What follows belongs to an exercise in optimizing a design on an open flow for small area; a production flow would make more cautious choices.
RTL that was checked went through simulation tests only; none was proved equivalent to the original.
The RTL of runs 2 and 3 was laid out without a check of its function.
Power figures rest on the tool's default switching activity, not on a simulated workload.

### flow/config.mk
export PLATFORM = sky130hd
export DESIGN_NAME = tcam_pmt
export DESIGN_NICKNAME = tcam_pmt
export VERILOG_FILES = /design/flow/design.v
export SDC_FILE = /design/flow/constraint.sdc
export NUM_CORES = 4
export LEC_CHECK = 0
export CAP_MARGIN = 20
export CORE_MARGIN = 2
export CORE_UTILIZATION = 35
export SLEW_MARGIN = 20
### flow/constraint.sdc
create_clock -name core_clock -period 5.0 [get_ports {clk}]
set_input_delay 1.0000 -clock core_clock [delete_from_list [all_inputs] [get_ports {clk}]]
set_output_delay 1.0000 -clock core_clock [all_outputs]
set_load 0.01 [all_outputs]
### flow/design.v
`timescale 1 ns/1 ps
module tcam_pmt #(
    parameter DATA_WIDTH = 32,       
    parameter ADDR_WIDTH = 5,        
    parameter DEPTH = 32             
) (
    input  wire                      clk,
    input  wire                      rst_n,
    input  wire                      wr_en,
    input  wire [ADDR_WIDTH-1:0]     wr_addr,
    input  wire [DATA_WIDTH-1:0]     wr_data,       
    input  wire [DATA_WIDTH-1:0]     wr_mask,       
    input  wire                      search_en,
    input  wire [DATA_WIDTH-1:0]     search_key,
    output reg  [DEPTH-1:0]          matchlines,    
    output reg                       match_found,
    output reg  [ADDR_WIDTH-1:0]     match_addr,    
    output wire [DEPTH-1:0]          entry_valid    
);
    reg [DATA_WIDTH-1:0] tcam_data [0:DEPTH-1];
    reg [DATA_WIDTH-1:0] tcam_mask [0:DEPTH-1];
    reg [DEPTH-1:0] valid_bits;
    wire [DEPTH-1:0] match_vector;
    integer i, j;
    always @(posedge clk or negedge rst_n) begin
        if (!rst_n) begin
            valid_bits <= {DEPTH{1'b0}};
            for (i = 0; i < DEPTH; i = i + 1) begin
                tcam_data[i] <= {DATA_WIDTH{1'b0}};
                tcam_mask[i] <= {DATA_WIDTH{1'b0}};
            end
        end else begin
            if (wr_en) begin
                tcam_data[wr_addr] <= wr_data;
                tcam_mask[wr_addr] <= wr_mask;
                valid_bits[wr_addr] <= 1'b1;
            end
        end
    end
    genvar k;
    generate
        for (k = 0; k < DEPTH; k = k + 1) begin : gen_match
            wire [DATA_WIDTH-1:0] xor_result;
            wire [DATA_WIDTH-1:0] masked_xor;
            wire entry_match;
            assign xor_result = search_key ^ tcam_data[k];
            assign masked_xor = xor_result & tcam_mask[k];
            assign entry_match = (masked_xor == {DATA_WIDTH{1'b0}}) && valid_bits[k];
            assign match_vector[k] = entry_match;
        end
    endgenerate
    always @(posedge clk or negedge rst_n) begin
        if (!rst_n) begin
            matchlines <= {DEPTH{1'b0}};
        end else begin
            if (search_en) begin
                matchlines <= match_vector;
            end else begin
                matchlines <= {DEPTH{1'b0}};
            end
        end
    end
    always @(posedge clk or negedge rst_n) begin
        if (!rst_n) begin
            match_found <= 1'b0;
            match_addr  <= {ADDR_WIDTH{1'b0}};
        end else begin
            match_found <= |matchlines;   
            match_addr <= {ADDR_WIDTH{1'b0}};
            for (j = DEPTH-1; j >= 0; j = j - 1) begin
                if (matchlines[j]) begin
                    match_addr <= j[ADDR_WIDTH-1:0];
                end
            end
        end
    end
    assign entry_valid = valid_bits;
endmodule
module priority_encoder #(
    parameter WIDTH = 32,
    parameter ADDR_WIDTH = 5
) (
    input  wire [WIDTH-1:0]      matchlines,
    output reg  [ADDR_WIDTH-1:0] match_addr,
    output wire                  match_found
);
    integer i;
    assign match_found = |matchlines;
    always @(*) begin
        match_addr = {ADDR_WIDTH{1'b0}};
        for (i = WIDTH-1; i >= 0; i = i - 1) begin
            if (matchlines[i]) begin
                match_addr = i[ADDR_WIDTH-1:0];
            end
        end
    end
endmodule
### flow/run.sh
#!/bin/bash
# synth_recipe.tcl (not shown) runs the flow's synth.tcl, then flattens the netlist and writes it again
# the make line also repeats each setting of config.mk as NAME=value (left out here)
make -C /OpenROAD-flow-scripts/flow DESIGN_CONFIG=/design/flow/config.mk WORK_HOME=/design/flow/orfs CLKGATE_MAP_FILE= SYNTH_SCRIPT=/design/flow/synth_recipe.tcl finish
==> results of run 1 <==
synth_stat cells (all sizes together) (6+ instances only):
library cell | number | share of area [%]
mux2 | 2048 | 25
nand3 | 6 | 0.032
a221oi | 194 | 1.8
nor4 | 6 | 0.040
o21bai | 20 | 0.16
a22oi | 64 | 0.51
a21oi | 6 | 0.032
nand2 | 70 | 0.33
nor2 | 37 | 0.19
a22o | 192 | 1.8
inv | 9 | 0.036
nand4 | 97 | 0.65
xor2 | 1027 | 9.6
nor3 | 43 | 0.24
a222oi | 32 | 0.34
dfrtp | 2118 | 57
ha | 6 | 0.080
clkbuf | 199 | 0.80
buf | 325 | 1.8
a21o | 12 | 0.096
cell families (layout without fill, tap and decap cells):
group | after synthesis | count (layout) | synth area share (%)
buffers and inverters | 533 | 805 | 2.65
adders and majority gates | 6 | 6 | 0.0802
and+or+nand+nor | 270 | 270 | 1.56
DFF | 2118 | 2118 | 56.6
xor gates and xnor gates | 1029 | 1029 | 9.62
muxes | 2048 | 2048 | 24.6
AOI/OAI and AO/OA | 536 | 536 | 4.88
other | 0 | 23 | 0
per-layer routing:
metal  track usage (%)  up-vias
met3              2.85      396
met5                 0        -
met4              6.95       22
met2              34.8     1334
li1                  -    23500
met1              29.4    30300
through the flow:
| step | std cells | hold slack, ps | util (%) | setup slack, ps |
|---|---|---|---|---|
| final | 10400 | 114 | 40.3 | 1500 |
| after floorplan | 6540 | 458 | - | 2130 |
| after global routing | 10400 | 121 | 40.3 | 1450 |
| after global placement | 9940 | 471 | 37.5 | 722 |
| after CTS | 10300 | 95.3 | 40.3 | 1630 |
| after detailed placement | 9940 | 476 | 37.5 | 709 |
registers in the layout, indices dropped and copies added, names as in the netlist:
| register | count |
|---|---|
| matchlines | 32 |
| tcam_data | 1024 |
| tcam_mask | 1024 |
| valid_bits | 32 |
| match_addr | 5 |
| match_found | 1 |
layout by cell type, fill, tap and decap left out, drive strengths merged, types with 10 or more instances in the layout:
master         instances
o21bai                20
clkbuf               344
a221oi               194
dfrtp               2118
nand4                 97
nand2                 70
xor2                1027
mux2                2048
diode                 23
a22o                 192
clkinv                42
nor3                  43
bufinv                10
buf                  274
inv                   16
a22oi                 64
clkdlybuf4s50        118
a222oi                32
a21o                  12
nor2                  37
final timing paths:
path | cells past startpoint | end | from | slack (ps)
max | 5 | tcam_mask[12][2] | wr_addr[3] | 1500
min | 1 | tcam_mask[21][24] | rst_n | 110
max reg2reg | 5 | matchlines[14] | tcam_data[14][23] | 2390
min reg2reg | 1 | tcam_mask[26][16] | tcam_mask[26][16] | 490
max in group asynchronous | 2 | tcam_mask[11][25] | rst_n | 3440
min in group core_clock | 3 | matchlines[5] | search_en | 450
worst register-to-register path, stage by stage (launching register included):
cell and delay [ps]:
dfrtp_1 390, xor2_1 140, a22o_1 250, a221oi_1 390, nand4_1 520, nor3_1 740
power by group:
group,switching [W],internal (W)
combinational,0.00405,0.00439
clock,0.00707,0.00971
sequential,0.00222,0.0205
cell type report:
type	instances	share of cell area, %
sequential	2118	49.5
multi-input combinational	3889	35.8
clock buffer	344	6.26
tap	3533	4.13
timing repair buffer	392	3.45
clock inverter	60	0.692
antenna	23	0.0538
inverter	9	0.0316
==> flow_summary.yaml, run 1 <==
worst_setup_path:
  worst-path-buf-inv: 1
  crit_chain: "clkdlybuf4s50_1 -> nand2_1 -> nor2_1 -> nand2_4 -> mux2_2"
  worst_path_max_delay_cell: "nor2_1"
  crit_required_ps: 5720
  cpLargestDelayFamily: "simple AND/OR/NAND/NOR gates"
  path_class: "primary input to flip-flop"
  startpoint_type: "primary input"
  max_stage_delay_ps: 800
  crit_arrival_ps: 4220
  crit_path_max_fanout: 64
  endpoint_kind: "flip-flop"
timing:
  fmax_mhz: 286
  fin_skew_ps: 40.4
  finalCritPeriodShare_pct: 69.9
  finalMaxSlewViolations: 0
  setup_viol: 0
  tightest_slew_ps: 1180
  finalSetupTns_ps: 0
  period_minus_slack_ps: 3500
  hold_viol: 0
  slew-limit-headroom_pct: 20.6
  rsz0062_at_grt: "false"
clocking:
  cts_tree: "yes"
  cts_buffers: 224
  cts_buffer_depth: 3
  post_cts_buffers: 0
  cts-resized-gates: 0
  clkSinkCount: 2118
  cts_hold_buf: 0
  clk_latency_ps: 890
  cts_max_level: 4
  clk_pin_slew_ps: 60
  ctsRootBufferMaster: "clkbuf_16"
layout:
  drive_above_1_share_pct: 39.3
  nNetsFinal: 6745
  fill_cells: 24400
  final_area_sq_um: 107000
  seq_area_sq_um: 53000
  multi_input_area_sq_um: 38400
  area_growth_pct: 14.2
detailed_routing:
  viasPerCell: 5.35
  routed.top_layer: "met5"
  wl_um: 293000
  wl_met1_um: 131000
  drtPass1Iterations: 6
  vias: 55500
  wire_per_inst_um: 28.2
  drtIter0Drc: 3962
  met3_length_um: 13500
  antenna_left: 0
  drt_drc_violations_left: 0
  met2_length_um: 139000
synthesis:
  ys_ff_latch: 2118
  syn-cell-area_sq_um: 93700
  synthesis.nets: 6651
  synth-async-reset-ratio_pct: 100
  yosys_warnings: 3
  synth_flop_cell: "dfrtp_1"
  synthCells: 6540
  ys_seq_area_share_pct: 56.6
  synth_cell_types: 46
  synth-edff-count: 0
  syn-mean-instance-area_sq_um: 14.3
die:
  core_sq_um: 266000
  die_h_um: 521
  die_w_um: 521
  die_area_sq_um: 272000
  start_util_pct: 35.3
  num_rows: 189
  boundaryPins: 175
grt:
  grt_usage_pct: 21.3
  first_global_vias: 57700
  grt_start_max_net_pins: 138
  grt_pass1_wl_um: 421000
  antenna_found_initial: 61
  overflow: 0
placement:
  hpwl_um: 184000
  io_buffers: 174
  place.gp.congestion: 0.839
  post_dp_cell_area_sq_um: 99500
worst_hold_path:
  hold_class: "primary input to async pin"
power_and_ir_drop:
  p_leak_nw: 49.6
  ir_worst_vdd_mv: 0.323
  power_w: 0.0479
  p_per_area_nw_per_um2: 448
job:
  cap_violations: 0
status:
  status: "no timing/DRC/antenna violations"
==> inputs of run 2 (changes only) <==
==> flow/design.v (replaced) <==
`timescale 1 ns/1 ps
module tcam_pmt #(
    parameter DATA_WIDTH = 32,
    parameter ADDR_WIDTH = 5,
    parameter DEPTH = 32
) (
    input  wire                      clk,
    input  wire                      rst_n,
    input  wire                      wr_en,
    input  wire [ADDR_WIDTH-1:0]     wr_addr,
    input  wire [DATA_WIDTH-1:0]     wr_data,
    input  wire [DATA_WIDTH-1:0]     wr_mask,
    input  wire                      search_en,
    input  wire [DATA_WIDTH-1:0]     search_key,
    output reg  [DEPTH-1:0]          matchlines,
    output reg                       match_found,
    output reg  [ADDR_WIDTH-1:0]     match_addr,
    output wire [DEPTH-1:0]          entry_valid
);
    reg [DATA_WIDTH-1:0] no1 [0:DEPTH-1];
    reg [DATA_WIDTH-1:0] no0 [0:DEPTH-1];
    reg [DEPTH-1:0]      valid_bits;
    wire [DATA_WIDTH-1:0] wr_no1 = ~(wr_mask &  wr_data);
    wire [DATA_WIDTH-1:0] wr_no0 = ~(wr_mask & ~wr_data);
    integer i, j;
    always @(posedge clk) begin
        if (wr_en) begin
            no1[wr_addr] <= wr_no1;
            no0[wr_addr] <= wr_no0;
        end
    end
    always @(posedge clk or negedge rst_n) begin
        if (!rst_n)
            valid_bits <= {DEPTH{1'b0}};
        else if (wr_en)
            valid_bits[wr_addr] <= 1'b1;
    end
    wire [DEPTH-1:0] match_vector;
    wire [DATA_WIDTH-1:0] key_n = ~search_key;
    genvar k;
    generate
        for (k = 0; k < DEPTH; k = k + 1) begin : gen_match
            tcam_entry_cmp #(.W(DATA_WIDTH)) u_cmp (
                .no1(no1[k]), .no0(no0[k]), .key(search_key), .key_n(key_n),
                .valid(valid_bits[k]), .match(match_vector[k]));
        end
    endgenerate
    always @(posedge clk or negedge rst_n) begin
        if (!rst_n)
            matchlines <= {DEPTH{1'b0}};
        else
            matchlines <= search_en ? match_vector : {DEPTH{1'b0}};
    end
    always @(posedge clk or negedge rst_n) begin
        if (!rst_n) begin
            match_found <= 1'b0;
            match_addr  <= {ADDR_WIDTH{1'b0}};
        end else begin
            match_found <= |matchlines;
            match_addr <= {ADDR_WIDTH{1'b0}};
            for (j = DEPTH-1; j >= 0; j = j - 1)
                if (matchlines[j])
                    match_addr <= j[ADDR_WIDTH-1:0];
        end
    end
    assign entry_valid = valid_bits;
endmodule
module tcam_entry_cmp #(
    parameter W = 32
) (
    input  wire [W-1:0] no1,
    input  wire [W-1:0] no0,
    input  wire [W-1:0] key,
    input  wire [W-1:0] key_n,
    input  wire         valid,
    output wire         match
);
    wire [W-1:0]    miss;
    wire [W/16-1:0] miss16;
    genvar b;
    generate
        for (b = 0; b < W; b = b + 1) begin : gen_bit
            tcam_bit_miss u_bit (
                .no1(no1[b]), .no0(no0[b]), .key(key[b]), .key_n(key_n[b]),
                .miss(miss[b]));
        end
        for (b = 0; b < W/16; b = b + 1) begin : gen_blk
            tcam_any16 u_blk (.miss(miss[16*b+:16]), .any(miss16[b]));
        end
    endgenerate
    assign match = valid & ~|miss16;
endmodule
module tcam_bit_miss (
    input  wire no1,
    input  wire no0,
    input  wire key,
    input  wire key_n,
    output wire miss
);
    assign miss = ~((no1 | key) & (no0 | key_n));
endmodule
module tcam_any16 (
    input  wire [15:0] miss,
    output wire        any
);
    assign any = |miss;
endmodule
--- a/flow/config.mk
+++ b/flow/config.mk
@@ -7,5 +7,8 @@
 export LEC_CHECK = 0
 export CAP_MARGIN = 20
 export CORE_MARGIN = 2
-export CORE_UTILIZATION = 35
+export CORE_UTILIZATION = 60
+export CTS_BUF_LIST = sky130_fd_sc_hd__clkbuf_8
+export CTS_CLUSTER_SIZE = 20
 export SLEW_MARGIN = 20
+export SYNTH_HIERARCHICAL = 1
==> run 2 against run 1 <==
Effect of this change:
- worst setup slack lost 6.2 ps
- sequential share of layout area grew 24 points
- total power shrank 27%
- critical endpoint is now matchlines[14]
- critical path type is now flip-flop to output pin
- synthesized area shrank 21%
- count of clock-buffer cells in the layout grew 8
- first-iteration DRC count grew 58%
- clock power shrank 23%
- via count shrank 20%
- clock skew shrank 0.84 ps
- flip-flop and latch count is the same
- sequential power shrank 11%
- wire length shrank 23%
==> flow_summary.yaml, run 2 <==
status:
  status: "no timing/DRC/antenna violations"
clocking:
  post_cts_buffers: 0
  cts_hold_buf: 0
  clk_latency_ps: 1020
  clkSinkCount: 2118
  cts_buffer_depth: 4
  cts-resized-gates: 0
  clk_pin_slew_ps: 60
  cts_max_level: 5
  ctsRootBufferMaster: "clkbuf_8"
  cts_buffers: 337
  cts_tree: "yes"
detailed_routing:
  drtIter0Drc: 6271
  antenna_left: 0
  vias: 44300
  drt_drc_violations_left: 0
  viasPerCell: 6.80
  wl_um: 224000
  drtPass1Iterations: 6
  wire_per_inst_um: 34.5
die:
  die_area_sq_um: 126000
  boundaryPins: 175
  die_h_um: 355
  start_util_pct: 60.6
  die_w_um: 355
  num_rows: 128
  core_sq_um: 122000
worst_setup_path:
  worst-path-buf-inv: 1
  worst_path_max_delay_cell: "dfrtp_1"
  endpoint_kind: "output pin"
  cpLargestDelayFamily: "flip-flops"
  max_stage_delay_ps: 800
  crit_arrival_ps: 2500
  startpoint_type: "flip-flop"
  path_class: "flip-flop to output pin"
  crit_required_ps: 4000
  crit_path_max_fanout: 6
  crit_chain: "clkdlybuf4s50_1"
grt:
  overflow: 0
  grt_usage_pct: 35.5
  grt_start_max_net_pins: 71
  antenna_found_initial: 12
  first_global_vias: 42500
  grt_pass1_wl_um: 310000
synthesis:
  synth.most_common_cell: "edfxtp_1"
  synth_top_area_share_pct: 83.3
  syn-mean-instance-area_sq_um: 19.4
  synth-async-reset-ratio_pct: 3.31
  ys_ff_latch: 2118
  synth_top_area_cell: "edfxtp_1"
  ys_seq_area_share_pct: 85.7
  synthCells: 3814
  synth-edff-count: 2048
  netlist_top_cells_count: "edfxtp_1 (2,048), o22ai_1 (1,024), nor4_1 (263)"
  yosys_warnings: 7
  synth_cell_types: 47
  synth_flop_cell: "edfxtp_1"
  synthesis.nets: 3923
  synthTopCellsByArea: "edfxtp_1 (83%), o22ai_1 (8.7%), dfrtp_1 (2.4%)"
  syn-cell-area_sq_um: 73800
layout:
  fill_cells: 7661
  largest_registers: "no0 (1024), no1 (1024)"
  nNetsFinal: 4761
  area_growth_pct: 17.1
  layout_common_cells: "edfxtp_1 (2,048), o22ai_1 (1,024), clkbuf_8 (352)"
  multi_input_area_sq_um: 10700
  mostFrequentLayoutCell: "edfxtp_1"
  seq_area_sq_um: 63300
  drive_above_1_share_pct: 17.3
timing:
  fmax_mhz: 285
  tightest_slew_ps: 1330
  rsz0062_at_grt: "false"
  fin_skew_ps: 39.5
  finalMaxSlewViolations: 0
  slew-limit-headroom_pct: 10.6
  finalWorstSetupSlack_ps: 1500
  finalSetupTns_ps: 0
  setup_viol: 0
  period_minus_slack_ps: 3500
  hold_viol: 0
  finalCritPeriodShare_pct: 70.1
power_and_ir_drop:
  internal_power_w: 0.0269
  p_switching_w: 0.00789
  combPwrFrac_pct: 5.3
  ir_worst_vdd_mv: 0.322
  p_per_area_nw_per_um2: 402
  clkPwrFrac_pct: 37.0
  power.share.switching_pct: 22.7
  seqPwrFrac_pct: 57.7
  p_leak_nw: 30.2
placement:
  hpwl_um: 135000
  place.gp.congestion: 0.976
  io_buffers: 174
  pre_cts_slack_ps: 800
job:
  cap_violations: 0
worst_hold_path:
  hold_class: "primary input to async pin"
## run 2: final timing paths
| kind | start | endpoint | slack, ps | depth (start not counted) |
|---|---|---|---|---|
| setup reg to reg | matchlines[11] | match_addr[4] | 2680 | 3 |
| hold reg to reg | valid_bits[23] | valid_bits[23] | 670 | 1 |
| hold / removal | rst_n | valid_bits[21] | 420 | 2 |
| max in group asynchronous | rst_n | valid_bits[13] | 3960 | 3 |
| setup / recovery | matchlines[14] | matchlines[14] | 1500 | 1 |
| min in group core_clock | search_en | matchlines[21] | 640 | 2 |
## run 2: cell families (layout without fill, tap and decap cells)
family / Yosys count / count (layout) / synth area share (%)
AO/OA/AOI/OAI: 1083 / 1083 / 9.27
XOR/XNOR: 1 / 1 / 0.0119
adder cells (fa/ha/maj): 4 / 4 / 0.0678
buffers and inverters: 53 / 1125 / 0.293
flip-flops: 2118 / 2118 / 85.7
other: 0 / 4 / 0
AND/OR/NAND/NOR: 555 / 555 / 4.70
## run 2: cell type report
type                       count  area share, %
antenna                        4         0.0116
clock buffer                 352           5.60
clock inverter               221           1.05
inverter                      43          0.187
multi-input combinational   1643           12.4
sequential                  2118           73.1
tap                         1625           2.35
timing repair buffer         509           5.27
## run 2: per-layer routing
metal / vias to the layer above / wire length, um / global-route usage, %
met2: 3056 / 102000 / 52.8
met1: 22500 / 82800 / 48.8
met4: 4 / 10800 / 16.2
met5: - / 75 / 0
met3: 410 / 28800 / 11.1
li1: 18300 / - / -
## run 2: stage by stage
stage	cells	area [sq um]	util (%)	hold slack, ps	power, W
CTS	6509	86400	70.9	112	0.0348
global route	6512	86500	71.0	407	0.0357
floorplan	3814	73800	-	503	0.0210
global placement	5936	80700	66.2	636	0.0222
detailed placement	5936	80700	66.2	629	0.0222
finish	6515	86500	71.0	421	0.0348
## run 2: worst reg2reg max path, delay by kind of cell (launching register included)
family | cells | cell delay, ps
AND/OR/NAND/NOR | 3 | 1670
flip-flops | 1 | 570
## run 2: modules after synthesis (local to each module, per instance), a selection
module,flops+latches,cells,times used,area (sq um)
tcam_pmt,2118,2438,1,65000
tcam_any16,0,5,64,31.3
tcam_bit_miss,0,1,1024,6.26
## run 2: power groups by stage
| stage | sequential (W) | combinational, W | clock (W) |
|---|---|---|---|
| after floorplan | 0.0202 | 0.000710 | 0 |
| after global placement | 0.0204 | 0.00179 | 0 |
| after detailed placement | 0.0204 | 0.00182 | 0 |
| after CTS | 0.0200 | 0.00182 | 0.0130 |
| after global routing | 0.0201 | 0.00192 | 0.0137 |
| final | 0.0201 | 0.00185 | 0.0129 |
==> inputs of run 3 (changes only) <==
--- a/flow/config.mk
+++ b/flow/config.mk
@@ -7,8 +7,9 @@
 export LEC_CHECK = 0
 export CAP_MARGIN = 20
 export CORE_MARGIN = 2
-export CORE_UTILIZATION = 60
-export CTS_BUF_LIST = sky130_fd_sc_hd__clkbuf_8
-export CTS_CLUSTER_SIZE = 20
+export CORE_UTILIZATION = 70
+export CTS_BUF_LIST = sky130_fd_sc_hd__clkbuf_4
+export CTS_CLUSTER_SIZE = 16
+export PLACE_DENSITY = 0.8
 export SLEW_MARGIN = 20
 export SYNTH_HIERARCHICAL = 1
==> run 3 against run 2 <==
Effect of this change:
- wire length is 3.3% lower
- largest cell class unchanged
- global-route usage grew 5.1 points
- die area shrank 14%
- register-to-register slack got worse by 430 ps
- critical path type unchanged
- total power rose by 0.61%
- still clean
- worst hold slack lost 220 ps
- cell area is 0.72% lower
- largest power group unchanged
- critical path depth unchanged
- clock skew increased by 76 ps
- cell count hardly changed
- utilization increased by 11 points
- worst setup slack lost 170 ps
==> flow_summary.yaml, run 3 <==
timing:
  setup_viol: 0
  tightest_slew_ps: 1290
  period_minus_slack_ps: 3670
  finalMaxSlewViolations: 0
  slew-limit-headroom_pct: 13.2
  fin_skew_ps: 116
  hold_viol: 0
  finalCritPeriodShare_pct: 73.4
  finalSetupTns_ps: 0
  rsz0062_at_grt: "false"
  fmax_mhz: 272
  finalWorstSetupSlack_ps: 1330
die:
  core_sq_um: 105000
  boundaryPins: 175
  die_area_sq_um: 108000
  die_w_um: 329
  die_h_um: 329
  start_util_pct: 70.3
  num_rows: 119
layout:
  final_area_sq_um: 85900
  seq_area_sq_um: 63300
  largest_registers: "no0 (1024), no1 (1024)"
  drive_above_1_share_pct: 22.1
  mostFrequentLayoutCell: "edfxtp_1"
  nNetsFinal: 4860
  final_cell_count_no_fill: 6518
  fill_cells: 4718
  multi_input_area_sq_um: 10700
  area_growth_pct: 16.3
  layout_common_cells: "edfxtp_1 (2,048), o22ai_1 (1,024), clkbuf_4 (709)"
status:
  status: "no timing/DRC/antenna violations"
worst_setup_path:
  endpoint_kind: "output pin"
  reg2reg_slack_ps: 2250
  r2r-start: "matchlines[31]"
  crit_required_ps: 4000
  crit_end: "matchlines[4]"
  worst-path-buf-inv: 1
  critical_path.startpoint: "matchlines[4]"
  reg2regPathDepth: 5
  startpoint_type: "flip-flop"
  timing.rr.end: "match_addr[0]"
  cpLargestDelayFamily: "flip-flops"
  crit_chain: "clkdlybuf4s50_1"
  path_class: "flip-flop to output pin"
  cp.depth: 1
  max_stage_delay_ps: 690
  crit_path_max_fanout: 5
  crit_arrival_ps: 2670
  worst_path_max_delay_cell: "dfrtp_1"
placement:
  dpl.cell_count: 5655
  post_dp_cell_area_sq_um: 79800
  place.gp.congestion: 0.976
  io_buffers: 174
  hpwl_um: 126000
  pre_cts_slack_ps: 652
worst_hold_path:
  hold_class: "primary input to flip-flop"
grt:
  grt_pass1_wl_um: 307000
  overflow: 0
  antenna_found_initial: 11
  grt_start_max_net_pins: 71
  first_global_vias: 45700
  grt_usage_pct: 40.6
synthesis:
  syn-cell-area_sq_um: 73800
  synth_cell_types: 47
  ys_seq_area_share_pct: 85.7
  synth_xor_area_share_pct: 0.0119
  synthCells: 3814
  synth.most_common_cell: "edfxtp_1"
  synth_top_area_share_pct: 83.3
  syn-mean-instance-area_sq_um: 19.4
  synth_top_family_by_area: "compound AO/OA/AOI/OAI gates"
  synth.mux.area_fraction_pct: 0
  synthTopCellsByArea: "edfxtp_1 (83%), o22ai_1 (8.7%), dfrtp_1 (2.4%)"
  synth-compound-area-share_pct: 9.27
  synth-edff-count: 2048
  synth_flop_cell: "edfxtp_1"
  ys_ff_latch: 2118
  synth_top_area_cell: "edfxtp_1"
  netlist_top_cells_count: "edfxtp_1 (2,048), o22ai_1 (1,024), nor4_1 (263)"
  synth-async-reset-ratio_pct: 3.31
  synthesis.nets: 3923
  yosys_warnings: 7
  synthAdderAreaFrac_pct: 0.0678
  synthSimpleGateAreaFrac_pct: 4.70
power_and_ir_drop:
  p_per_area_nw_per_um2: 408
  ir_worst_vdd_mv: 0.298
  power_w: 0.0350
  p_leak_nw: 30.0
detailed_routing:
  drtIter0Drc: 7817
  drtPass1Iterations: 9
  antenna_left: 0
  viasPerCell: 7.18
  vias: 46800
  wire_per_inst_um: 33.3
  wl_um: 217000
  drt_drc_violations_left: 0
clocking:
  post_cts_buffers: 0
  cts_tree: "yes"
  cts_buffers: 484
  ctsRootBufferMaster: "clkbuf_4"
  clk_latency_ps: 1280
  clk_pin_slew_ps: 70
  clkSinkCount: 2118
  cts_buffer_depth: 4
  cts_max_level: 5
job:
  cap_violations: 0
## run 3: worst min path at each step
stage | start | to | cells after the start | slack, ps
after floorplan | valid_bits[13] | valid_bits[13] | 1 | 500
after global placement | valid_bits[18] | valid_bits[18] | 1 | 600
after detailed placement | valid_bits[15] | valid_bits[15] | 1 | 610
after CTS | search_en | matchlines[4] | 3 | 100
after global routing | search_en | matchlines[4] | 3 | 140
final | search_en | matchlines[4] | 3 | 200
## run 3: modules after synthesis (local to each module, per instance), a selection
module,cells,copies in the design,flip-flops and latches
tcam_bit_miss,1,1024,0
tcam_pmt,2438,1,2118
tcam_any16,5,64,0
## run 3: layout make-up
| class | instances | area share, % |
|---|---|---|
| Sequential cell | 2118 | 73.7 |
| Multi-Input combinational cell | 1643 | 12.4 |
| Clock buffer | 709 | 6.20 |
| Timing Repair Buffer | 461 | 4.71 |
| Tap cell | 1391 | 2.03 |
| Clock inverter | 148 | 0.793 |
| Inverter | 43 | 0.188 |
| Antenna cell | 5 | 0.0146 |
## run 3: kinds of logic after synthesis
| kind of cell | count (synthesis) |
|---|---|
| DFF | 2118 |
| AOI/OAI and AO/OA | 1083 |
| and+or+nand+nor | 555 |
| buffers and inverters | 53 |
| adders and majority gates | 4 |
| xor gates and xnor gates | 1 |
## run 3: layer usage
layer | vias up | GRT usage (%) | part of all wire [%] | wire length, um
met5 | - | 0.932 | 0.10 | 225
met4 | 14 | 28.1 | 8.0 | 17500
met3 | 807 | 13.8 | 16 | 35100
met2 | 4541 | 59.0 | 45 | 97400
met1 | 22600 | 52.3 | 31 | 66700
li1 | 18800 | - | - | -
## run 3: what timing repair did
action,in CTS,in global routing
resized for setup,0,0
hold buffers,1,0
hold endpoints to repair,70,0
## run 3: power breakdown
part	leakage (nW)	internal, W	switching, W
Clock	3.58	0.00664	0.00649
Combinational	4.45	0.000617	0.00122
Sequential	22.0	0.0197	0.000305
## run 3: stage by stage
stage | hold slack (ps) | util [%]
final | 199 | 81.8
after global routing | 141 | 81.8
after CTS | 103 | 81.8
after detailed placement | 611 | 76.1
after global placement | 599 | 76.0
after floorplan | 503 | -
==> inputs of run 4 (changes only) <==
--- a/flow/design.v
+++ b/flow/design.v
@@ -17,34 +17,35 @@
     output reg  [ADDR_WIDTH-1:0]     match_addr,
     output wire [DEPTH-1:0]          entry_valid
 );
-    reg [DATA_WIDTH-1:0] no1 [0:DEPTH-1];
-    reg [DATA_WIDTH-1:0] no0 [0:DEPTH-1];
-    reg [DEPTH-1:0]      valid_bits;
-    wire [DATA_WIDTH-1:0] wr_no1 = ~(wr_mask &  wr_data);
-    wire [DATA_WIDTH-1:0] wr_no0 = ~(wr_mask & ~wr_data);
-    integer i, j;
-    always @(posedge clk) begin
-        if (wr_en) begin
-            no1[wr_addr] <= wr_no1;
-            no0[wr_addr] <= wr_no0;
+    reg  [DEPTH-1:0]      valid_bits;
+    wire [DEPTH-1:0]      match_vector;
+    wire [2*DATA_WIDTH-1:0] wr_word = {~(wr_mask & ~wr_data), ~(wr_mask & wr_data)};
+    wire [DATA_WIDTH-1:0]   key_n   = ~search_key;
+    integer j;
+    genvar k;
+    generate
+        for (k = 0; k < DEPTH; k = k + 1) begin : gen_ent
+            reg  [2*DATA_WIDTH-1:0] pattern;
+            wire [2*DATA_WIDTH-1:0] pattern_d;
+            wire load = wr_en && (wr_addr == k);
+            tcam_hold #(.W(2*DATA_WIDTH)) u_hold (
+                .q(pattern), .keep(~load), .load(load), .w(wr_word),
+                .d(pattern_d));
+            always @(posedge clk)
+                pattern <= pattern_d;
+            wire [1:0] miss;
+            tcam_entry_cmp #(.W(DATA_WIDTH)) u_cmp (
+                .no1(pattern[DATA_WIDTH-1:0]), .no0(pattern[2*DATA_WIDTH-1:DATA_WIDTH]),
+                .key(search_key), .key_n(key_n), .miss(miss));
+            assign match_vector[k] = valid_bits[k] & ~|miss;
         end
-    end
+    endgenerate
     always @(posedge clk or negedge rst_n) begin
         if (!rst_n)
             valid_bits <= {DEPTH{1'b0}};
         else if (wr_en)
             valid_bits[wr_addr] <= 1'b1;
     end
-    wire [DEPTH-1:0] match_vector;
-    wire [DATA_WIDTH-1:0] key_n = ~search_key;
-    genvar k;
-    generate
-        for (k = 0; k < DEPTH; k = k + 1) begin : gen_match
-            tcam_entry_cmp #(.W(DATA_WIDTH)) u_cmp (
-                .no1(no1[k]), .no0(no0[k]), .key(search_key), .key_n(key_n),
-                .valid(valid_bits[k]), .match(match_vector[k]));
-        end
-    endgenerate
     always @(posedge clk or negedge rst_n) begin
         if (!rst_n)
             matchlines <= {DEPTH{1'b0}};
@@ -65,6 +66,31 @@
     end
     assign entry_valid = valid_bits;
 endmodule
+module tcam_hold #(
+    parameter W = 64
+) (
+    input  wire [W-1:0] q,
+    input  wire         keep,
+    input  wire         load,
+    input  wire [W-1:0] w,
+    output wire [W-1:0] d
+);
+    genvar b;
+    generate
+        for (b = 0; b < W; b = b + 1) begin : gen_bit
+            tcam_hold_bit u_bit (.q(q[b]), .keep(keep), .load(load), .w(w[b]), .d(d[b]));
+        end
+    endgenerate
+endmodule
+module tcam_hold_bit (
+    input  wire q,
+    input  wire keep,
+    input  wire load,
+    input  wire w,
+    output wire d
+);
+    assign d = (q & keep) | (w & load);
+endmodule
 module tcam_entry_cmp #(
     parameter W = 32
 ) (
@@ -72,23 +98,20 @@
     input  wire [W-1:0] no0,
     input  wire [W-1:0] key,
     input  wire [W-1:0] key_n,
-    input  wire         valid,
-    output wire         match
+    output wire [1:0]   miss
 );
-    wire [W-1:0]    miss;
-    wire [W/16-1:0] miss16;
+    wire [W-1:0] bit_miss;
     genvar b;
     generate
         for (b = 0; b < W; b = b + 1) begin : gen_bit
             tcam_bit_miss u_bit (
                 .no1(no1[b]), .no0(no0[b]), .key(key[b]), .key_n(key_n[b]),
-                .miss(miss[b]));
+                .miss(bit_miss[b]));
         end
-        for (b = 0; b < W/16; b = b + 1) begin : gen_blk
-            tcam_any16 u_blk (.miss(miss[16*b+:16]), .any(miss16[b]));
+        for (b = 0; b < 2; b = b + 1) begin : gen_blk
+            tcam_any16 u_blk (.miss(bit_miss[16*b+:16]), .any(miss[b]));
         end
     endgenerate
-    assign match = valid & ~|miss16;
 endmodule
 module tcam_bit_miss (
     input  wire no1,
==> flow/config.mk (replaced) <==
export PLATFORM = sky130hd
export DESIGN_NAME = tcam_pmt
export DESIGN_NICKNAME = tcam_pmt
export VERILOG_FILES = /design/flow/design.v
export SDC_FILE = /design/flow/constraint.sdc
export NUM_CORES = 4
export LEC_CHECK = 0
export CAP_MARGIN = 0
export CORE_MARGIN = 2
export CORE_UTILIZATION = 60
export CTS_BUF_LIST = sky130_fd_sc_hd__clkbuf_16
export CTS_CLUSTER_DIAMETER = 50
export CTS_CLUSTER_SIZE = 20
export SLEW_MARGIN = 0
export SYNTH_HIERARCHICAL = 1
==> run 4 against run 3 <==
Effect of this change:
- the layout now fails its checks (capacitance limit)
- via count rose by 34%
- utilization fell by 11 points
- sequential power rose by 17%
- global-route usage rose by 4.4 points
- die area rose by 12%
- critical path type is now flip-flop to flip-flop
==> flow_summary.yaml, run 4 <==
status:
  status: "complete, but fails checks"
  so_faults: "capacitance limit"
worst_setup_path:
  startpoint_type: "flip-flop"
  crit_arrival_ps: 4200
  worst_path_max_delay_cell: "o2111ai_1"
  max_stage_delay_ps: 880
  crit_chain: "nor3_1 -> buf_4 -> o21a_1 -> o2111ai_1 -> a221oi_1"
  crit_path_max_fanout: 5
  crit_required_ps: 5630
  endpoint_kind: "flip-flop"
  path_class: "flip-flop to flip-flop"
timing:
  finalCritPeriodShare_pct: 71.2
  finalMaxSlewViolations: 1
  slew-limit-headroom_pct: -0.0619
  period_minus_slack_ps: 3560
  finalWorstSetupSlack_ps: 1440
  tightest_slew_ps: 1490
  setup_viol: 0
  rsz0062_at_grt: "false"
  hold_viol: 0
  finalSetupTns_ps: 0
  fin_skew_ps: 26.3
  fmax_mhz: 281
clocking:
  cts_buffer_depth: 3
  cts-resized-gates: 0
  clk_latency_ps: 810
  cts_hold_buf: 0
  cts_max_level: 4
  post_cts_buffers: 0
  clkSinkCount: 2118
  ctsRootBufferMaster: "clkbuf_16"
  cts_buffers: 155
  clk_pin_slew_ps: 80
  cts_tree: "yes"
synthesis:
  synthesis.nets: 5974
  synth_top_area_cell: "dfxtp_1"
  yosys_warnings: 7
  ys_seq_area_share_pct: 60.1
  synth_flop_cell: "dfxtp_1"
  ys_ff_latch: 2118
  syn-cell-area_sq_um: 71100
  synthCells: 5863
  synth-async-reset-ratio_pct: 3.31
  synth_cell_types: 41
  synthTopCellsByArea: "dfxtp_1 (58%), a22o_1 (25%), o22ai_1 (9.0%)"
  netlist_top_cells_count: "a22o_1 (2,048), dfxtp_1 (2,048), o22ai_1 (1,024)"
  syn-mean-instance-area_sq_um: 12.1
  synth-edff-count: 0
  synth_top_area_share_pct: 57.7
layout:
  regMostFlops: "gen_ent.pattern"
  drive_above_1_share_pct: 10.8
  area_growth_pct: 17.0
  layout_common_cells: "a22o_1 (2,048), dfxtp_1 (2,048), o22ai_1 (1,024)"
  largest_reg_flops: 2048
  largest_registers: "gen_ent.pattern (2048), matchlines (32), valid_bits (32)"
  fill_cells: 8736
  nNetsFinal: 6654
die:
  die_w_um: 348
  start_util_pct: 60.4
  die_h_um: 348
  die_area_sq_um: 121000
  core_sq_um: 118000
  boundaryPins: 175
  num_rows: 126
worst_hold_path:
  hold_class: "primary input to async pin"
detailed_routing:
  antenna_left: 0
  viasPerCell: 7.65
  wl_um: 283000
  drtPass1Iterations: 6
  vias: 62800
  wire_per_inst_um: 34.4
  drtIter0Drc: 9057
  drt_drc_violations_left: 0
grt:
  antenna_found_initial: 13
  first_global_vias: 58300
  grt_usage_pct: 45.0
  overflow: 0
  grt_start_max_net_pins: 65
  grt_pass1_wl_um: 401000
power_and_ir_drop:
  p_per_area_nw_per_um2: 526
  p_leak_nw: 32.6
  ir_worst_vdd_mv: 0.391
job:
  cap_violations: 1
placement:
  io_buffers: 174
  place.gp.congestion: 0.996
  hpwl_um: 168000
  pre_cts_slack_ps: 856
run 4: path summary, 6_finish.rpt:
path | to | slack [ps] | depth (start not counted) | startpoint
setup / recovery | match_addr[0] | 1440 | 5 | matchlines[8]
hold / removal | matchlines[0] | 80 | 1 | rst_n
setup reg to reg | match_addr[0] | 1440 | 5 | matchlines[8]
hold reg to reg | gen_ent[29].pattern[10] | 490 | 1 | gen_ent[29].pattern[10]
max in group asynchronous | matchlines[27] | 3870 | 2 | rst_n
min in group core_clock | gen_ent[29].pattern[10] | 490 | 1 | gen_ent[29].pattern[10]
run 4: critical path: cells and delay by family, from the launching register on:
| family | cells | cell delay [ps] |
|---|---|---|
| simple gates | 1 | 270 |
| compound gates | 3 | 2180 |
| flops | 1 | 690 |
| buf+inv | 1 | 240 |
run 4: final cells by class:
type,count,area [sq um],area share [%]
Sequential cell,2118,42800,51.4
Multi-Input combinational cell,3661,28300,34.0
Timing Repair Buffer,534,4710,5.66
Clock buffer,162,4050,4.87
Tap cell,1536,1920,2.31
Clock inverter,111,1160,1.40
Inverter,73,274,0.329
Antenna cell,13,32.5,0.0391
run 4: metal layers:
metal / share of wire, % / vias to the layer above / GRT usage (%) / wire length [um]
met2: 41 / 4524 / 63.1 / 115000
met3: 16 / 778 / 17.5 / 44900
met4: 4.8 / 6 / 20.3 / 13500
met5: 0.087 / - / 1.56 / 247
li1: - / 26300 / - / -
met1: 39 / 31200 / 60.9 / 109000
run 4: per-stage QoR:
stage	instances	power [W]	instance area [sq um]	hold WS (ps)	util, %
6_report	8208	0.0438	83200	84.5	70.7
5_1_grt	8203	0.0453	83200	94.9	70.7
4_1_cts	8195	0.0435	83200	63.3	70.6
3_5_place_dp	7922	0.0306	78000	471	66.2
3_3_place_gp	7922	0.0302	78000	466	66.2
2_1_floorplan	5863	0.0282	71100	456	-
run 4: per-module statistics from Yosys (local to each module, per instance), excerpt:
module	area [sq um]	cells	times used	flops+latches
tcam_any16	31.3	5	64	0
tcam_hold_bit	8.76	1	2048	0
tcam_bit_miss	6.26	1	1024	0
tcam_pmt	44800	2471	1	2118
run 4: where the power goes:
| group | internal [W] | leakage (nW) | switching [W] |
|---|---|---|---|
| registers | 0.0210 | 18.1 | 0.00234 |
| logic | 0.00440 | 11.9 | 0.00284 |
| clock network | 0.00674 | 2.58 | 0.00649 |
run 4: kinds of logic (layout without fill, tap and decap cells):
logic type	count (synthesis)	count (layout)	synth area share (%)
buffers and inverters	84	880	0.454
other	0	13	0
muxes	1	1	0.0141
AOI/OAI and AO/OA	3126	3126	34.8
DFF	2118	2118	60.1
and+or+nand+nor	523	523	4.45
xor gates and xnor gates	5	5	0.0616
adders and majority gates	6	6	0.106
==> inputs of run 5 (changes only) <==
==> flow/config.mk (replaced) <==
export PLATFORM = sky130hd
export DESIGN_NAME = tcam_pmt
export DESIGN_NICKNAME = tcam_pmt
export VERILOG_FILES = /design/flow/design.v
export SDC_FILE = /design/flow/constraint.sdc
export NUM_CORES = 4
export LEC_CHECK = 0
export CAP_MARGIN = 20
export CORE_MARGIN = 2
export CORE_UTILIZATION = 60
export CTS_BUF_LIST = sky130_fd_sc_hd__clkbuf_16
export CTS_CLUSTER_DIAMETER = 60
export CTS_CLUSTER_SIZE = 30
export SLEW_MARGIN = 20
export SYNTH_HIERARCHICAL = 1
==> run 5 against run 4 <==
Effect of this change:
- now clean on timing, DRC and antenna
- utilization down 0.27 points
- worst setup slack got worse by 44 ps
- via count shrank 0.21%
- sequential share of layout area increased by 0.19 points
- sequential power about the same
- die area stayed put
- worst hold slack got worse by 11 ps
==> flow_summary.yaml, run 5 <==
worst_setup_path:
  crit_required_ps: 5760
  crit_arrival_ps: 4370
  timing.rr.end: "match_addr[0]"
  endpoint_kind: "flip-flop"
  reg2regPathDepth: 5
  path_class: "primary input to flip-flop"
  r2r-start: "matchlines[8]"
  reg2reg_slack_ps: 1770
  crit_path_max_fanout: 33
  startpoint_type: "primary input"
status:
  status: "no timing/DRC/antenna violations"
clocking:
  clk_pin_slew_ps: 100
  clkSinkCount: 2118
  cts_buffers: 139
  cts_hold_buf: 0
  clk_latency_ps: 810
  cts_tree: "yes"
  cts_max_level: 4
  cts-resized-gates: 0
  ctsRootBufferMaster: "clkbuf_16"
  post_cts_buffers: 0
  cts_buffer_depth: 3
power_and_ir_drop:
  p_leak_nw: 32.4
  p_per_area_nw_per_um2: 521
  ir_worst_vdd_mv: 0.406
timing:
  setup_viol: 0
  hold_viol: 0
  period_minus_slack_ps: 3610
  finalCritPeriodShare_pct: 72.1
  fmax_mhz: 277
  slew-limit-headroom_pct: 15.9
  finalMaxSlewViolations: 0
  tightest_slew_ps: 1250
  fin_skew_ps: 24.3
  finalSetupTns_ps: 0
  rsz0062_at_grt: "false"
synthesis:
  ys_seq_area_share_pct: 60.1
  syn-cell-area_sq_um: 71100
  synth_top_family_by_area: "compound AO/OA/AOI/OAI gates"
  synthCells: 5863
  synth_cell_types: 41
  synthesis.nets: 5974
  synth_top_area_cell: "dfxtp_1"
  synthSimpleGateAreaFrac_pct: 4.45
  synth-compound-area-share_pct: 34.8
  synth_flop_cell: "dfxtp_1"
  ys_ff_latch: 2118
  synthAdderAreaFrac_pct: 0.106
  yosys_warnings: 7
  synth_xor_area_share_pct: 0.0616
  synth.mux.area_fraction_pct: 0.0141
  netlist_top_cells_count: "a22o_1 (2,048), dfxtp_1 (2,048), o22ai_1 (1,024)"
  syn-mean-instance-area_sq_um: 12.1
  synth-async-reset-ratio_pct: 3.31
  synth-edff-count: 0
  synthTopCellsByArea: "dfxtp_1 (58%), a22o_1 (25%), o22ai_1 (9.0%)"
  synth_top_area_share_pct: 57.7
die:
  boundaryPins: 175
  die_w_um: 348
  die_area_sq_um: 121000
  core_sq_um: 118000
  die_h_um: 348
  num_rows: 126
  start_util_pct: 60.4
detailed_routing:
  antenna_left: 0
  vias: 62600
  drtPass1Iterations: 10
  wire_per_inst_um: 34.5
  wl_um: 282000
  viasPerCell: 7.66
  drt_drc_violations_left: 0
  drtIter0Drc: 8723
layout:
  seq_area_sq_um: 42800
  fin_util_pct: 70.4
  area_growth_pct: 16.6
  regMostFlops: "gen_ent.pattern"
  largest_reg_flops: 2048
  drive_above_1_share_pct: 10.7
  nNetsFinal: 6639
  final_area_sq_um: 82900
  layout_common_cells: "a22o_1 (2,048), dfxtp_1 (2,048), o22ai_1 (1,024)"
  fill_cells: 8789
  multi_input_area_sq_um: 28400
  largest_registers: "gen_ent.pattern (2048), matchlines (32), valid_bits (32)"
grt:
  overflow: 0
  grt_pass1_wl_um: 400000
  antenna_found_initial: 17
  first_global_vias: 58100
  grt_start_max_net_pins: 65
  grt_usage_pct: 44.9
placement:
  post_dp_cell_area_sq_um: 78000
  io_buffers: 174
  hpwl_um: 168000
  place.gp.congestion: 0.996
worst_hold_path:
  hold_class: "primary input to async pin"
job:
  cap_violations: 0
-- run 5: cell families after synthesis --
kind of cell	count (synthesis)
mux	1
xor+xnor	5
flops	2118
compound gates	3126
simple gates	523
fa+ha+maj	6
buf+inv	84
-- run 5: where the power goes --
part	switching, W	total, W	internal [W]
combinational	0.00284	0.00725	0.00441
sequential	0.00233	0.0233	0.0210
clock	0.00642	0.0126	0.00622
total	0.0116	0.0432	0.0316
-- run 5: final cells by class --
type                       instances  share of cell area [%]
sequential                      2118                    51.6
clock inverter                   102                    1.50
inverter                          73                   0.330
multi-input combinational       3661                    34.2
timing repair buffer             535                    5.70
tap                             1536                    2.32
antenna                            9                  0.0272
clock buffer                     144                    4.35
-- run 5: through the flow --
step	total power (W)	worst slack, ps	std cells	hold slack, ps
final	0.0432	1390	8178	73.6
after global routing	0.0447	1550	8170	66.7
after CTS	0.0429	1700	8168	53.2
after detailed placement	0.0306	856	7922	471
after global placement	0.0302	898	7922	466
after floorplan	0.0282	615	5863	456
-- run 5: per-layer routing --
layer,vias to the layer above,wire (um),GRT usage [%]
met3,827,45900,19.3
met2,4465,114000,63.0
met1,31100,108000,59.9
met4,8,14100,20.1
met5,-,168,0
li1,26300,-,-
-- run 5: worst max-delay path: stages --
cell,delay (ps)
buf_2,430
inv_1,200
buf_4,500
o22ai_1,160
nor4_1,1060
nand4_1,370
nor4bb_1,430
buf_4,170
-- run 5: modules after synthesis, one instance, submodules excluded, a selection --
module	flops+latches	area [sq um]	copies in the design	cells inside
tcam_any16	0	31.3	64	5
tcam_pmt	2118	44800	1	2471
tcam_hold_bit	0	8.76	2048	1
tcam_bit_miss	0	6.26	1024	1
-- run 5: worst max-delay path by stage --
stage                               from  cells after the start                     to  slack (ps)
after global placement     search_key[4]                      7         matchlines[18]         900
after detailed placement  search_key[20]                      8         matchlines[24]         860
final                     search_key[20]                      8         matchlines[24]        1390
after CTS                 search_key[20]                      8         matchlines[24]        1700
after global routing      search_key[20]                      8         matchlines[24]        1550
after floorplan                    wr_en                      6  gen_ent[2].pattern[0]         620
==> inputs of run 6 (changes only) <==
--- a/flow/design.v
+++ b/flow/design.v
@@ -33,7 +33,7 @@
                 .d(pattern_d));
             always @(posedge clk)
                 pattern <= pattern_d;
-            wire [1:0] miss;
+            wire [3:0] miss;
             tcam_entry_cmp #(.W(DATA_WIDTH)) u_cmp (
                 .no1(pattern[DATA_WIDTH-1:0]), .no0(pattern[2*DATA_WIDTH-1:DATA_WIDTH]),
                 .key(search_key), .key_n(key_n), .miss(miss));
@@ -98,9 +98,10 @@
     input  wire [W-1:0] no0,
     input  wire [W-1:0] key,
     input  wire [W-1:0] key_n,
-    output wire [1:0]   miss
+    output wire [3:0]   miss
 );
-    wire [W-1:0] bit_miss;
+    wire [W-1:0]   bit_miss;
+    wire [W/2-1:0] none2;
     genvar b;
     generate
         for (b = 0; b < W; b = b + 1) begin : gen_bit
@@ -108,8 +109,11 @@
                 .no1(no1[b]), .no0(no0[b]), .key(key[b]), .key_n(key_n[b]),
                 .miss(bit_miss[b]));
         end
-        for (b = 0; b < 2; b = b + 1) begin : gen_blk
-            tcam_any16 u_blk (.miss(bit_miss[16*b+:16]), .any(miss[b]));
+        for (b = 0; b < W/2; b = b + 1) begin : gen_pair
+            tcam_none2 u_pair (.miss(bit_miss[2*b+:2]), .none(none2[b]));
+        end
+        for (b = 0; b < 4; b = b + 1) begin : gen_blk
+            tcam_any8 u_blk (.none2(none2[4*b+:4]), .any(miss[b]));
         end
     endgenerate
 endmodule
@@ -122,9 +126,15 @@
 );
     assign miss = ~((no1 | key) & (no0 | key_n));
 endmodule
-module tcam_any16 (
-    input  wire [15:0] miss,
-    output wire        any
+module tcam_none2 (
+    input  wire [1:0] miss,
+    output wire       none
 );
-    assign any = |miss;
+    assign none = ~|miss;
 endmodule
+module tcam_any8 (
+    input  wire [3:0] none2,
+    output wire       any
+);
+    assign any = ~&none2;
+endmodule
==> run 6 against run 5 <==
Effect of this change:
- die area increased by 1.3%
- combinational power about the same
- total power increased by 0.53%
- non-clock buffer count decreased by 158
- cell count increased by 3.4%
- clock skew increased by 23 ps
- worst hold slack improved by 110 ps
- sequential share of layout area increased by 0.12 points
- synthesized cell count increased by 6.0%
- register-to-register slack about the same
- synthesized area increased by 1.3%
- global-route usage decreased by 0.27 points
==> flow_summary.yaml, run 6 <==
clocking:
  ctsRootBufferMaster: "clkbuf_16"
  post_cts_buffers: 0
  cts_buffers: 139
  cts_buffer_depth: 3
  cts_tree: "yes"
  clk_latency_ps: 830
  clkSinkCount: 2118
  clk_pin_slew_ps: 90
  cts_max_level: 4
  cts_hold_buf: 0
  cts-resized-gates: 0
detailed_routing:
  antenna_left: 0
  drtPass1Iterations: 5
  drtIter0Drc: 8382
  viasPerCell: 7.46
  drt_drc_violations_left: 0
  wl_um: 284000
  wire_per_inst_um: 33.5
  vias: 63100
timing:
  finalCritPeriodShare_pct: 73.7
  fmax_mhz: 271
  slew-limit-headroom_pct: 16.8
  tightest_slew_ps: 1250
  finalSetupTns_ps: 0
  hold_viol: 0
  period_minus_slack_ps: 3690
  rsz0062_at_grt: "false"
  finalMaxSlewViolations: 0
  setup_viol: 0
  fin_skew_ps: 47.7
worst_setup_path:
  max_stage_delay_ps: 970
  timing.rr.end: "match_addr[0]"
  crit_path_max_fanout: 65
  crit_chain: "clkdlybuf4s50_1 -> inv_1 -> ha_1 -> nand2_2 -> buf_4 -> clkinv_2 -> a22o_1"
  crit_arrival_ps: 4370
  r2r-start: "matchlines[8]"
  crit_required_ps: 5680
  startpoint_type: "primary input"
  path_class: "primary input to flip-flop"
  reg2regPathDepth: 4
  worst_path_max_delay_cell: "clkinv_2"
  reg2reg_slack_ps: 1760
  endpoint_kind: "flip-flop"
die:
  boundaryPins: 175
  die_area_sq_um: 123000
  die_w_um: 351
  start_util_pct: 60.3
  die_h_um: 351
  core_sq_um: 119000
  num_rows: 127
power_and_ir_drop:
  clkPwrFrac_pct: 29.4
  ir_worst_vdd_mv: 0.425
  combPwrFrac_pct: 16.7
  power.share.switching_pct: 27.1
  seqPwrFrac_pct: 54.0
  p_leak_nw: 32.5
  p_per_area_nw_per_um2: 525
  internal_power_w: 0.0317
  p_switching_w: 0.0118
synthesis:
  synth_top_area_share_pct: 56.9
  synth_cell_types: 41
  ys_ff_latch: 2118
  netlist_top_cells_count: "a22o_1 (2,048), dfxtp_1 (2,048), o22ai_1 (1,024)"
  synth_top_area_cell: "dfxtp_1"
  synth-edff-count: 0
  syn-cell-area_sq_um: 72100
  ys_seq_area_share_pct: 59.3
  syn-mean-instance-area_sq_um: 11.6
  yosys_warnings: 7
  synthTopCellsByArea: "dfxtp_1 (57%), a22o_1 (25%), o22ai_1 (8.9%)"
  synthCells: 6213
  synth_flop_cell: "dfxtp_1"
  synthesis.nets: 6324
  synth-async-reset-ratio_pct: 3.31
layout:
  fill_cells: 9108
  drive_above_1_share_pct: 9.23
  largest_reg_flops: 2048
  largest_registers: "gen_ent.pattern (2048), matchlines (32), valid_bits (32)"
  area_growth_pct: 14.8
  nNetsFinal: 6831
  layout_common_cells: "a22o_1 (2,048), dfxtp_1 (2,048), o22ai_1 (1,024)"
  fin_util_pct: 69.2
  regMostFlops: "gen_ent.pattern"
grt:
  antenna_found_initial: 26
  first_global_vias: 58400
  grt_pass1_wl_um: 401000
  grt_usage_pct: 44.7
  grt_start_max_net_pins: 71
  overflow: 0
job:
  cap_violations: 0
placement:
  io_buffers: 174
  place.gp.congestion: 0.960
  hpwl_um: 164000
status:
  status: "no timing/DRC/antenna violations"
worst_hold_path:
  hold_class: "primary input to async pin"
## run 6: cell count changes in the layout (fill, tap and decap cells not counted), sizes merged, moves of 7 or more
cell,before,now
inv,112,121
nor4bb,30,0
buf,367,236
clkinvlp,6,13
nor3b,4,34
clkdlybuf4s50,167,141
nand4,65,129
nor4,263,9
clkinv,43,32
or4b,0,30
nor2,22,534
## run 6: layout make-up
cell class,count,area (sq um),area share [%]
clock buffers,150,3750,4.54
well taps,1612,2020,2.44
diodes,9,22.5,0.0272
clock inverters,104,1160,1.41
flip-flops and latches,2118,42800,51.7
repair buffers,377,3480,4.20
multi-input cells,4011,29300,35.4
inverters,73,275,0.333
## run 6: worst max-delay path, delay by kind of cell
kind,cells,cell delay (ps)
buffers and inverters,4,2390
adder cells (fa/ha/maj),1,380
AO/OA/AOI/OAI,1,450
AND/OR/NAND/NOR,1,110
## run 6: per-module statistics from Yosys, one instance, submodules excluded, a selection
module         cells  flops+latches  area (sq um)
tcam_hold_bit      1              0          8.76
tcam_none2         1              0          3.75
tcam_any8          1              0          6.26
tcam_bit_miss      1              0          6.26
tcam_pmt        2501           2118         45000
## run 6: kinds of logic (layout without fill, tap and decap cells)
| kind of cell | after synthesis | after routing | share of synthesized area, % |
|---|---|---|---|
| compound gates | 3126 | 3126 | 34.3 |
| xor+xnor | 5 | 5 | 0.0608 |
| fa+ha+maj | 6 | 6 | 0.104 |
| buf+inv | 84 | 704 | 0.448 |
| flops | 2118 | 2118 | 59.3 |
| mux | 1 | 1 | 0.0139 |
| other cells | 0 | 9 | 0 |
| simple gates | 873 | 873 | 5.72 |
## run 6: how the worst max path moves through the flow
| stage | start | to | cells after the start |
|---|---|---|---|
| 5_1_grt | wr_addr[1] | gen_ent[28].pattern[42] | 7 |
| 4_1_cts | valid_bits[20] | entry_valid[20] | 1 |
| 6_report | wr_addr[1] | gen_ent[28].pattern[44] | 7 |
| 2_1_floorplan | wr_en | gen_ent[2].pattern[0] | 6 |
| 3_5_place_dp | search_key[3] | matchlines[2] | 7 |
| 3_3_place_gp | wr_addr[2] | gen_ent[4].pattern[12] | 6 |
## run 6: metrics by stage
step	cell area, sq um	total power, W	setup WS [ps]	instances	hold WS (ps)
2_1_floorplan	72100	0.0283	615	6213	456
3_3_place_gp	77700	0.0304	956	8189	466
3_5_place_dp	77700	0.0307	982	8189	471
4_1_cts	82600	0.0431	1700	8443	343
5_1_grt	82700	0.0449	1240	8447	237
6_report	82700	0.0434	1310	8454	185
## run 6: routing by layer
layer	wire length (um)	share of wire [%]	global-route usage, %
met5	335	0.12	0
met4	15700	5.5	22.1
met3	42600	15	16.4
met2	116000	41	63.8
met1	109000	38	59.5
## run 6: power groups by stage
stage | registers (W) | logic (W) | clock network, W
CTS | 0.0233 | 0.00711 | 0.0127
global placement | 0.0235 | 0.00686 | 0
global route | 0.0238 | 0.00773 | 0.0134
detailed placement | 0.0236 | 0.00707 | 0
floorplan | 0.0229 | 0.00539 | 0
finish | 0.0234 | 0.00724 | 0.0128
==> inputs of run 7 (changes only) <==
==> flow/flow/run.sh (new file) <==
#!/bin/bash
# Layout flow: the standard ORFS flow (standard.sh, with the standard
# synthesis unchanged), with two changes passed to ORFS as its own variables:
#  - port buffers use a small buffer cell (buffer_ports -buffer_cell); every
#    input and output port still gets its buffer;
#  - clock tree synthesis runs without dummy loads, with the sink clustering
#    given here.
# make's full output goes to flow_make.log in the work folder; ORFS writes each
# step's own log under orfs/logs/.
set -euo pipefail
export BUFFER_PORTS_ARGS="-buffer_cell sky130_fd_sc_hd__buf_2"
export CTS_ARGS="-sink_clustering_enable -repair_clock_nets -sink_clustering_size 30 -sink_clustering_max_diameter 60 -buf_list sky130_fd_sc_hd__clkbuf_16 -dont_use_dummy_load"
bash standard.sh > flow_make.log 2>&1
==> flow/standard.sh (new file) <==
#!/bin/bash
# synth_recipe.tcl (not shown) runs the flow's synth.tcl, then flattens the netlist and writes it again
# the make line also repeats each setting of config.mk as NAME=value (left out here)
make -C /OpenROAD-flow-scripts/flow DESIGN_CONFIG=/design/flow/config.mk WORK_HOME=/design/flow/orfs CLKGATE_MAP_FILE= SYNTH_SCRIPT=/design/flow/synth_recipe.tcl "${@:-finish}"
removed: flow/run.sh
==> run 7 against run 6 <==
Effect of this change:
- worst setup slack better by 64 ps
- worst hold slack better by 34 ps
- synthesized area stayed put
- first-iteration DRC count is 1.2% higher
- flip-flop and latch count did not move
- cell count is 1.6% lower
- register-to-register slack improved by 520 ps
- utilization shrank 2.1 points
- critical endpoint is now matchlines[1]
==> flow_summary.yaml, run 7 <==
power_and_ir_drop:
  p_per_area_nw_per_um2: 513
  power_w: 0.0411
  ir_worst_vdd_mv: 0.401
  p_leak_nw: 31.7
placement:
  pre_cts_slack_ps: 801
  io_buffers: 174
  place.gp.congestion: 1.02
  dpl.cell_count: 8165
  hpwl_um: 166000
grt:
  grt_start_max_net_pins: 66
  first_global_vias: 58200
  grt_pass1_wl_um: 396000
  overflow: 0
  grt_usage_pct: 43.8
  antenna_found_initial: 34
layout:
  multi_input_area_sq_um: 29200
  fill_cells: 9490
  largest_registers: "gen_ent.pattern (2048), matchlines (32), valid_bits (32)"
  fin_util_pct: 67.1
  final_cell_count_no_fill: 8321
  nNetsFinal: 6809
  largest_reg_flops: 2048
  area_growth_pct: 11.3
  seq_area_sq_um: 42800
  layout_common_cells: "a22o_1 (2,048), dfxtp_1 (2,048), o22ai_1 (1,024)"
  regMostFlops: "gen_ent.pattern"
  drive_above_1_share_pct: 9.77
worst_setup_path:
  crit_chain: "buf_2 -> inv_1 -> buf_4 -> buf_4 -> o22ai_1 -> nor2_1 -> nand4_1 -> or4b_2 -> nor3b_1"
  reg2reg_slack_ps: 2280
  reg2regPathDepth: 5
  crit_path_max_fanout: 19
  cpLargestDelayFamily: "simple AND/OR/NAND/NOR gates"
  crit_required_ps: 5690
  worst_path_max_delay_cell: "or4b_2"
  crit_arrival_ps: 4320
  endpoint_kind: "flip-flop"
  timing.rr.end: "matchlines[1]"
  path_class: "primary input to flip-flop"
  max_stage_delay_ps: 990
  worst-path-buf-inv: 4
  cpMostUsedCell: "buf_4"
  r2r-start: "gen_ent[1].pattern[1]"
  startpoint_type: "primary input"
clocking:
  cts_max_level: 4
  ctsRootBufferMaster: "clkbuf_16"
  clk_latency_ps: 820
  clk_pin_slew_ps: 90
  post_cts_buffers: 0
  cts_hold_buf: 0
  cts-resized-gates: 0
  cts_buffers: 140
  clkSinkCount: 2118
  cts_tree: "yes"
  cts_buffer_depth: 3
synthesis:
  synthCells: 6213
  synth_flop_cell: "dfxtp_1"
  synth_top_area_cell: "dfxtp_1"
  synthTopCellsByArea: "dfxtp_1 (57%), a22o_1 (25%), o22ai_1 (8.9%)"
  yosys_warnings: 7
  syn-cell-area_sq_um: 72100
  synth-async-reset-ratio_pct: 3.31
  ys_ff_latch: 2118
  synthesis.nets: 6324
  syn-mean-instance-area_sq_um: 11.6
  synth-edff-count: 0
  netlist_top_cells_count: "a22o_1 (2,048), dfxtp_1 (2,048), o22ai_1 (1,024)"
  ys_seq_area_share_pct: 59.3
  synth_top_area_share_pct: 56.9
  synth_cell_types: 41
die:
  boundaryPins: 175
  die_area_sq_um: 123000
  die_h_um: 351
  core_sq_um: 119000
  start_util_pct: 60.3
  num_rows: 127
  die_w_um: 351
timing:
  finalCritPeriodShare_pct: 72.5
  finalSetupTns_ps: 0
  rsz0062_at_grt: "false"
  slew-limit-headroom_pct: 19.2
  hold_viol: 0
  finalMaxSlewViolations: 0
  finalWorstSetupSlack_ps: 1380
  tightest_slew_ps: 1210
  period_minus_slack_ps: 3620
  fmax_mhz: 276
  setup_viol: 0
  fin_skew_ps: 52.8
detailed_routing:
  drt_drc_violations_left: 0
  vias: 62600
  viasPerCell: 7.53
  wire_per_inst_um: 33.5
  antenna_left: 0
  drtPass1Iterations: 8
  wl_um: 279000
  drtIter0Drc: 8485
worst_hold_path:
  hold_class: "primary input to async pin"
status:
  status: "no timing/DRC/antenna violations"
job:
  cap_violations: 0
[run 7: through the flow]
stage	hold WS (ps)	area, sq um
2_1_floorplan	456	72100
4_1_cts	211	80100
3_3_place_gp	466	76600
6_report	219	80200
3_5_place_dp	471	76600
5_1_grt	253	80200
[run 7: worst max-delay path by stage]
stage	start	endpoint	slack (ps)	cells after the start
floorplan	wr_en	gen_ent[2].pattern[0]	620	6
global placement	search_key[4]	matchlines[1]	860	9
detailed placement	search_key[4]	matchlines[1]	800	9
CTS	search_key[4]	matchlines[1]	1620	9
global route	search_key[4]	matchlines[1]	1390	9
finish	search_key[4]	matchlines[1]	1380	9
[run 7: kinds of logic after synthesis]
group / after synthesis / synth area share, %
compound gates: 3126 / 34.3
xor+xnor: 5 / 0.0608
fa+ha+maj: 6 / 0.104
buf+inv: 84 / 0.448
flops: 2118 / 59.3
mux: 1 / 0.0139
simple gates: 873 / 5.72
[run 7: where the power goes]
group | switching, W | leakage [nW] | total (W) | internal, W
clock network | 0.00558 | 1.73 | 0.0105 | 0.00496
logic | 0.00282 | 11.9 | 0.00710 | 0.00427
registers | 0.00248 | 18.1 | 0.0235 | 0.0210
total | 0.0109 | 31.7 | 0.0411 | 0.0302
[run 7: final cells by class]
| cell class | instances | area share (%) |
|---|---|---|
| diodes | 13 | 0.0406 |
| clock buffers | 140 | 4.37 |
| inverters | 73 | 0.348 |
| multi-input cells | 4011 | 36.5 |
| flip-flops and latches | 2118 | 53.3 |
| well taps | 1612 | 2.52 |
| repair buffers | 354 | 2.94 |
[run 7: Yosys stat by module, one instance, submodules excluded, a selection]
module,flip-flops and latches,copies in the design,cells,area [sq um]
tcam_pmt,2118,1,2501,45000
tcam_hold_bit,0,2048,1,8.76
tcam_any8,0,128,1,6.26
tcam_bit_miss,0,1024,1,6.26
tcam_none2,0,512,1,3.75
[run 7: metal layers]
| metal | share of wire (%) | global-route usage, % |
|---|---|---|
| met4 | 5.4 | 20.9 |
| met1 | 39 | 58.4 |
| met3 | 15 | 16.5 |
| met5 | 0.15 | 0.824 |
| met2 | 41 | 62.3 |

static timing again, ports no longer ideal:
How much do the figures lean on ideal ports? The routed layouts below were timed once more, with nothing changed but the port constraints.
Step 1 (the two cells are an assumption about what drives the block):
set clk [get_ports {clk}]
set_driving_cell -lib_cell sky130_fd_sc_hd__clkbuf_16 $clk
set_driving_cell -lib_cell sky130_fd_sc_hd__buf_2 [delete_from_list [all_inputs] $clk]
Step 2, shift: input delay + t, output delay - t, t = (earliest + latest rising clock arrival at the registers) / 2. This alone moves slack from input paths to output paths.
a / b / c = no drivers / after step 1 / after step 2; a / b = the first two.
run | t (ns) | setup slack, ns | hold slack, ns | clock arrival spread, ns | worst register clock-pin slew, ns
run 1 | 0.957 | 1.503 / 1.502 / 0.545 | 0.114 / 0.107 / 0.489 | 0.056 / 0.056 | 0.06 / 0.06
run 2 | 1.073 | 1.497 / 1.418 / 0.734 | 0.421 / 0.364 / 0.672 | 0.053 / 0.052 | 0.07 / 0.07
run 3 | 1.329 | 1.330 / 1.256 / 0.418 | 0.199 / 0.146 / 0.615 | 0.174 / 0.173 | 0.09 / 0.09
run 4 | 0.880 | 1.438 / 1.438 / 0.633 | 0.084 / 0.038 / 0.486 | 0.036 / 0.036 | 0.08 / 0.08
run 5 | 0.889 | 1.394 / 1.463 / 0.574 | 0.074 / 0.024 / 0.486 | 0.034 / 0.034 | 0.11 / 0.11
run 6 | 0.895 | 1.313 / 1.298 / 0.402 | 0.185 / 0.146 / 0.488 | 0.050 / 0.049 | 0.11 / 0.11
run 7 | 0.869 | 1.377 / 1.426 / 0.557 | 0.219 / 0.158 / 0.486 | 0.077 / 0.076 | 0.11 / 0.11
The setup slack of run 1, which loses most, moves by -0.001 ns with the drivers and by -0.958 ns with both steps.
